Source: an optimization exercise on an open RTL-to-GDS flow (aim: small area and a short achievable clock period). Production flows keep margins and buffers that such runs may drop.
At most, simulation tests tie the RTL to the original design; equivalence was not proved.
Power is estimated from default activity; no workload was simulated.

== v6 ==
## fpu
module fpu #(
    parameter WIDTH = 24
)(
    input   logic clk,
    input   wire logic [WIDTH - 1:0] a,
    input   wire logic [WIDTH - 1:0] b,
    input   wire logic [3:0]         opcode,
    output  logic [WIDTH - 1:0] result
);
Size in the first run: about 77 I/O pins.
export LEC_CHECK = 0
export CAP_MARGIN = 20
export CORE_MARGIN = 2
export CORE_UTILIZATION = 40
export SETUP_SLACK_MARGIN = 5
export SLEW_MARGIN = 20
export SYNTH_HIERARCHICAL = 1
export SYNTH_MINIMUM_KEEP_SIZE = 0
create_clock -name core_clock -period 8.5 [get_ports {clk}]
run.sh (not shown) runs the stock make flow with config.mk's settings and CLKGATE_MAP_FILE= SYNTH_SCRIPT=/design/flow/synth_recipe.tcl, a recipe that flattens the netlist after the stock synthesis.
Input-level comparison between v7 and v6:
--- a/flow/config.mk
+++ b/flow/config.mk
@@ -12,3 +12 @@
 export SLEW_MARGIN = 20
-export SYNTH_HIERARCHICAL = 1
-export SYNTH_MINIMUM_KEEP_SIZE = 0
==> run summary <==
Going from v6 to v7, cell area grew by a few percent.
In the route summary, v7 ends up with a via count exceeding that of v6.
Total power of the final layout: v7 lower than v6
Comparing the two runs side by side, v7 comes out behind v6 on worst setup slack.
v7 against v6; total power density per cell area is down by a few percent.
No functional check of the RTL was part of any run of this note.

========
Setup of alpha:
fpu, a different RTL version from the one above (not shown whole).
Size in the first run: ~120 flip-flops, roughly 20,000 µm² of cells after synthesis.
Design fpu, start of the top module:
module fpu #(
    parameter WIDTH = 24
)(
    input   logic clk,
    input   wire logic [WIDTH - 1:0] a,
    input   wire logic [WIDTH - 1:0] b,
    input   wire logic [3:0]         opcode,
    output  logic [WIDTH - 1:0] result
);
export LEC_CHECK = 0
export CAP_MARGIN = 20
export CORE_MARGIN = 2
export CORE_UTILIZATION = 40
export SETUP_SLACK_MARGIN = 5
export SLEW_MARGIN = 20
create_clock -name core_clock -period 8.5 [get_ports {clk}]
alpha has completed all stages; timing, DRC and antenna checks passed.
diff inputs: alpha => beta
# alpha
export LEC_CHECK = 0
export CAP_MARGIN = 20
export CORE_MARGIN = 2
export CORE_UTILIZATION = 40
export SETUP_SLACK_MARGIN = 5
export SLEW_MARGIN = 20
create_clock -name core_clock -period 8.5 [get_ports {clk}]
# beta
export LEC_CHECK = 0
export ABC_CLOCK_PERIOD_IN_PS = 3000
export CAP_MARGIN = 20
export CORE_MARGIN = 2
export CORE_UTILIZATION = 40
export SETUP_SLACK_MARGIN = 5
export SLEW_MARGIN = 20
create_clock -name core_clock -period 8.5 [get_ports {clk}]
==> comparison <==
Via count essentially unchanged between beta and alpha.
| number of CTS-inserted buffers | beta vs alpha | ≈ equal |
Taking alpha as the reference, in beta adder and majority cell fraction of the synthesized area ~0 delta; total die area ~0 delta.
No functional check of the RTL was part of any run of this note.

========
## oak
fpu, a different RTL version from the one above (not shown whole).
Size: ~0.018 sq mm of cells after synthesis.
## fpu
module fpu #(
    parameter WIDTH = 24
)(
    input   logic clk,
    input   wire logic [WIDTH - 1:0] a,
    input   wire logic [WIDTH - 1:0] b,
    input   wire logic [3:0]         opcode,
    output  logic [WIDTH - 1:0] result
);
export LEC_CHECK = 0
export CAP_MARGIN = 5
export CORE_MARGIN = 2
export CORE_UTILIZATION = 40
export CTS_BUF_LIST = sky130_fd_sc_hd__clkbuf_4 sky130_fd_sc_hd__clkbuf_8
export SETUP_SLACK_MARGIN = 5
export SLEW_MARGIN = 5
export SYNTH_HIERARCHICAL = 1
export SYNTH_MINIMUM_KEEP_SIZE = 0
create_clock -name core_clock -period 8.5 [get_ports {clk}]
standard.sh (not shown) runs the stock make flow with config.mk's settings and CLKGATE_MAP_FILE= SYNTH_SCRIPT=/design/flow/synth_recipe.tcl, a recipe that flattens the netlist after the stock synthesis.
==> flow/flow/run.sh <==
#!/bin/bash
# The standard layout, except that the input and output ports are
# buffered with sky130_fd_sc_hd__buf_2 cells (buffer_ports -buffer_cell)
# instead of the default delay-cell buffers. ORFS's own logs are kept
# under orfs/logs; make's output goes to standard.log.
set -euo pipefail
export BUFFER_PORTS_ARGS="-buffer_cell sky130_fd_sc_hd__buf_2"
bash standard.sh > standard.log 2>&1
oak: all stages complete, timing, DRC and antenna checks passed
Here is what was changed in the inputs of pine compared with oak.
# oak
export LEC_CHECK = 0
export CAP_MARGIN = 5
export CORE_MARGIN = 2
export CORE_UTILIZATION = 40
export CTS_BUF_LIST = sky130_fd_sc_hd__clkbuf_4 sky130_fd_sc_hd__clkbuf_8
export SETUP_SLACK_MARGIN = 5
export SLEW_MARGIN = 5
export SYNTH_HIERARCHICAL = 1
export SYNTH_MINIMUM_KEEP_SIZE = 0
create_clock -name core_clock -period 8.5 [get_ports {clk}]
# pine
export LEC_CHECK = 0
export CAP_MARGIN = 20
export CORE_MARGIN = 2
export CORE_UTILIZATION = 50
export CTS_BUF_LIST = sky130_fd_sc_hd__clkbuf_4 sky130_fd_sc_hd__clkbuf_8
export SETUP_SLACK_MARGIN = 5
export SLEW_MARGIN = 20
export SYNTH_HIERARCHICAL = 1
export SYNTH_MINIMUM_KEEP_SIZE = 0
create_clock -name core_clock -period 8.5 [get_ports {clk}]
### Flow results
Both conditions hold for pine: the flow ran to the end and the final layout passed the timing, design-rule and antenna checks.
Comparing pine and oak, the lower core utilization was measured on oak.
pine vs. oak: design area fell by 0.80%; part of the power in combinational logic barely changed; area of the placeable core went down 20%.
Sequential share of layout area essentially unchanged between oak and pine.
Of the two candidates, oak has the better smallest setup slack after layout and pine the worse one.
[pine vs oak] area added between synthesis and finish: lower in pine
Between pine and oak, the highest cell delay on the worst timing path figures differ only marginally.
Compared with oak, in pine total power shows an increase of about 0.35%, worst hold slack shows an increase of 27 ps.
Edits applied to the flow inputs when going from pine to birch:
# pine
export LEC_CHECK = 0
export CAP_MARGIN = 20
export CORE_MARGIN = 2
export CORE_UTILIZATION = 50
export CTS_BUF_LIST = sky130_fd_sc_hd__clkbuf_4 sky130_fd_sc_hd__clkbuf_8
export SETUP_SLACK_MARGIN = 5
export SLEW_MARGIN = 20
export SYNTH_HIERARCHICAL = 1
export SYNTH_MINIMUM_KEEP_SIZE = 0
create_clock -name core_clock -period 8.5 [get_ports {clk}]
# birch
export LEC_CHECK = 0
export CAP_MARGIN = 20
export CORE_MARGIN = 2
export CORE_UTILIZATION = 40
export SETUP_SLACK_MARGIN = 4.7
export SLEW_MARGIN = 20
export SYNTH_HIERARCHICAL = 1
export SYNTH_MINIMUM_KEEP_SIZE = 0
create_clock -name core_clock -period 8.5 [get_ports {clk}]
==> flow/run.sh (new file) <==
#!/bin/bash
# synth_recipe.tcl (not shown) runs the flow's synth.tcl, then flattens the netlist and writes it again
# the make line also repeats each setting of config.mk as NAME=value (left out here)
make -C /OpenROAD-flow-scripts/flow DESIGN_CONFIG=/design/flow/config.mk WORK_HOME=/design/flow/orfs CLKGATE_MAP_FILE= SYNTH_SCRIPT=/design/flow/synth_recipe.tcl finish
removed: flow/flow/run.sh
removed: flow/standard.sh
### Flow results
Cmp pine and birch / placeable core area / higher: birch. birch vs. pine: arrival time reported for the critical path endpoint now sits higher; design area stayed essentially flat. When the final numbers for pine and birch were put side by side, the wire length of the first global-routing pass turned out to be greater in pine. Note that the DRC violation total after the first TritonRoute iteration recorded for pine amounts to 0.823 times the value seen in birch. birch vs pine: power share of the clock group up in birch. Via count | birch below pine. Changes observed in birch relative to pine: buffer and inverter count on the worst path fell 2, sequential share of layout area down 0.39 points, number of buffers inserted by post-CTS setup repair decreased by 26 relative to the old numbers.
Setup changes, birch to maple
# birch
export LEC_CHECK = 0
export CAP_MARGIN = 20
export CORE_MARGIN = 2
export CORE_UTILIZATION = 40
export SETUP_SLACK_MARGIN = 4.7
export SLEW_MARGIN = 20
export SYNTH_HIERARCHICAL = 1
export SYNTH_MINIMUM_KEEP_SIZE = 0
create_clock -name core_clock -period 8.5 [get_ports {clk}]
# maple
export LEC_CHECK = 0
export CAP_MARGIN = 20
export CORE_MARGIN = 2
export CORE_UTILIZATION = 40
export CTS_BUF_LIST = sky130_fd_sc_hd__clkbuf_4 sky130_fd_sc_hd__clkbuf_8
export SETUP_SLACK_MARGIN = 5
export SLEW_MARGIN = 20
export SYNTH_HIERARCHICAL = 1
export SYNTH_MINIMUM_KEEP_SIZE = 0
create_clock -name core_clock -period 8.5 [get_ports {clk}]
==> flow/flow/run.sh (new file) <==
#!/bin/bash
# The standard layout, except that:
# - the input and output ports are buffered with sky130_fd_sc_hd__buf_2 cells
#   (buffer_ports -buffer_cell) instead of the default delay-cell buffers;
# - the buffers that synthesis (ABC) inserted are removed at floorplan
#   (REMOVE_ABC_BUFFERS), leaving buffering to the placement-aware repair.
# ORFS's own logs are kept under orfs/logs; make's output goes to standard.log.
set -euo pipefail
export BUFFER_PORTS_ARGS="-buffer_cell sky130_fd_sc_hd__buf_2"
export REMOVE_ABC_BUFFERS=1
bash standard.sh > standard.log 2>&1
==> flow/standard.sh (new file) <==
#!/bin/bash
# synth_recipe.tcl (not shown) runs the flow's synth.tcl, then flattens the netlist and writes it again
# the make line also repeats each setting of config.mk as NAME=value (left out here)
make -C /OpenROAD-flow-scripts/flow DESIGN_CONFIG=/design/flow/config.mk WORK_HOME=/design/flow/orfs CLKGATE_MAP_FILE= SYNTH_SCRIPT=/design/flow/synth_recipe.tcl "${@:-finish}"
removed: flow/run.sh
==> run summary <==
- In maple, non-clock buffer count is higher than in birch.
- Run comparison: birch leading cell type in the layout, fill and taps excluded sky130_fd_sc_hd__xnor2_1; maple leading cell type in the layout, fill and taps excluded sky130_fd_sc_hd__nand2_1
- Going from birch to maple, the hold slack was found to have gone up by 99 ps.
- Against birch, maple comes in 4.5% higher on multi-input combinational cell area.
- maple has core utilization above what birch had.
diff inputs: maple => cedar
# maple
export LEC_CHECK = 0
export CAP_MARGIN = 20
export CORE_MARGIN = 2
export CORE_UTILIZATION = 40
export CTS_BUF_LIST = sky130_fd_sc_hd__clkbuf_4 sky130_fd_sc_hd__clkbuf_8
export SETUP_SLACK_MARGIN = 5
export SLEW_MARGIN = 20
export SYNTH_HIERARCHICAL = 1
export SYNTH_MINIMUM_KEEP_SIZE = 0
create_clock -name core_clock -period 8.5 [get_ports {clk}]
# cedar
export LEC_CHECK = 0
export CAP_MARGIN = 20
export CORE_MARGIN = 2
export CORE_UTILIZATION = 40
export CTS_BUF_LIST = sky130_fd_sc_hd__clkbuf_4 sky130_fd_sc_hd__clkbuf_8
export SETUP_SLACK_MARGIN = 5
export SLEW_MARGIN = 20
export SYNTH_HIERARCHICAL = 1
export SYNTH_MINIMUM_KEEP_SIZE = 0
export TNS_END_PERCENT = 10
create_clock -name core_clock -period 8.5 [get_ports {clk}]
==> flow/flow/run.sh <==
#!/bin/bash
# The standard layout, except that the input and output ports are
# buffered with sky130_fd_sc_hd__buf_2 cells (buffer_ports -buffer_cell)
# instead of the default delay-cell buffers. ORFS's own logs are kept
# under orfs/logs; make's output goes to standard.log.
set -euo pipefail
export BUFFER_PORTS_ARGS="-buffer_cell sky130_fd_sc_hd__buf_2"
bash standard.sh > standard.log 2>&1
### Flow results
Going from maple to cedar, cell area down about 2.7%; count of plain and timing-repair buffers in the layout down 20; share of final layout cell area taken by clock buffers and inverters flat; setup slack up 52 ps.
Total buffers and inverters traversed by the critical path: lower on cedar
Of cedar and maple, the run reporting the higher number of logic stages on the critical path including buffering was maple.
Diff maple -> cedar: hold buffer count at cts shows no meaningful change, highest clock frequency the design can meet has increased.
Compared with maple, cedar shows total met2 wirelength after detailed routing that has gone down slightly.
In the tables for cedar and maple, transition time of the tightest slew-check pin reads lower with cedar.
Proportion of cell area occupied by registers ended up 0.54 points higher on cedar than on maple.

separate check: timing with driven ports:
The flow's constraints put no driver on any port. The routed layouts listed below were extracted and timed again, unchanged, in two steps.
Step 1: set_driving_cell puts a clkbuf_16 on clk and a buf_2 on each other input, an assumption about the parent block.
Step 2, shift: input delay + t, output delay - t, t = (earliest + latest rising clock arrival at the registers) / 2. This alone moves slack from input paths to output paths.
Three values: ideal, step 1, step 2; two values: the first two.
| run | shift t [ns] | setup slack, ns | hold slack, ns |
|---|---|---|---|
| v6 | 0.544 | 4.022 / 4.022 / 4.022 | 0.494 / 0.494 / 0.494 |
| v7 | 0.481 | 3.973 / 3.973 / 3.973 | 0.507 / 0.507 / 0.507 |
| alpha | 0.544 | 2.698 / 2.698 / 2.698 | 0.466 / 0.466 / 0.466 |
| beta | 0.544 | 2.698 / 2.698 / 2.698 | 0.466 / 0.466 / 0.466 |
| oak | 0.560 | 4.982 / 4.982 / 4.845 | 0.551 / 0.551 / 0.551 |
| pine | 0.563 | 4.957 / 4.957 / 4.792 | 0.578 / 0.578 / 0.578 |
| birch | 0.522 | 4.769 / 4.769 / 4.548 | 0.543 / 0.543 / 0.543 |
| maple | 0.575 | 4.939 / 4.939 / 4.939 | 0.642 / 0.642 / 0.642 |
| cedar | 0.565 | 4.991 / 4.991 / 4.663 | 0.561 / 0.561 / 0.561 |
After both steps setup and hold are still met in every run listed. The setup slack of cedar, which loses most, moves by 0.000 ns with the drivers and by -0.328 ns with both steps.
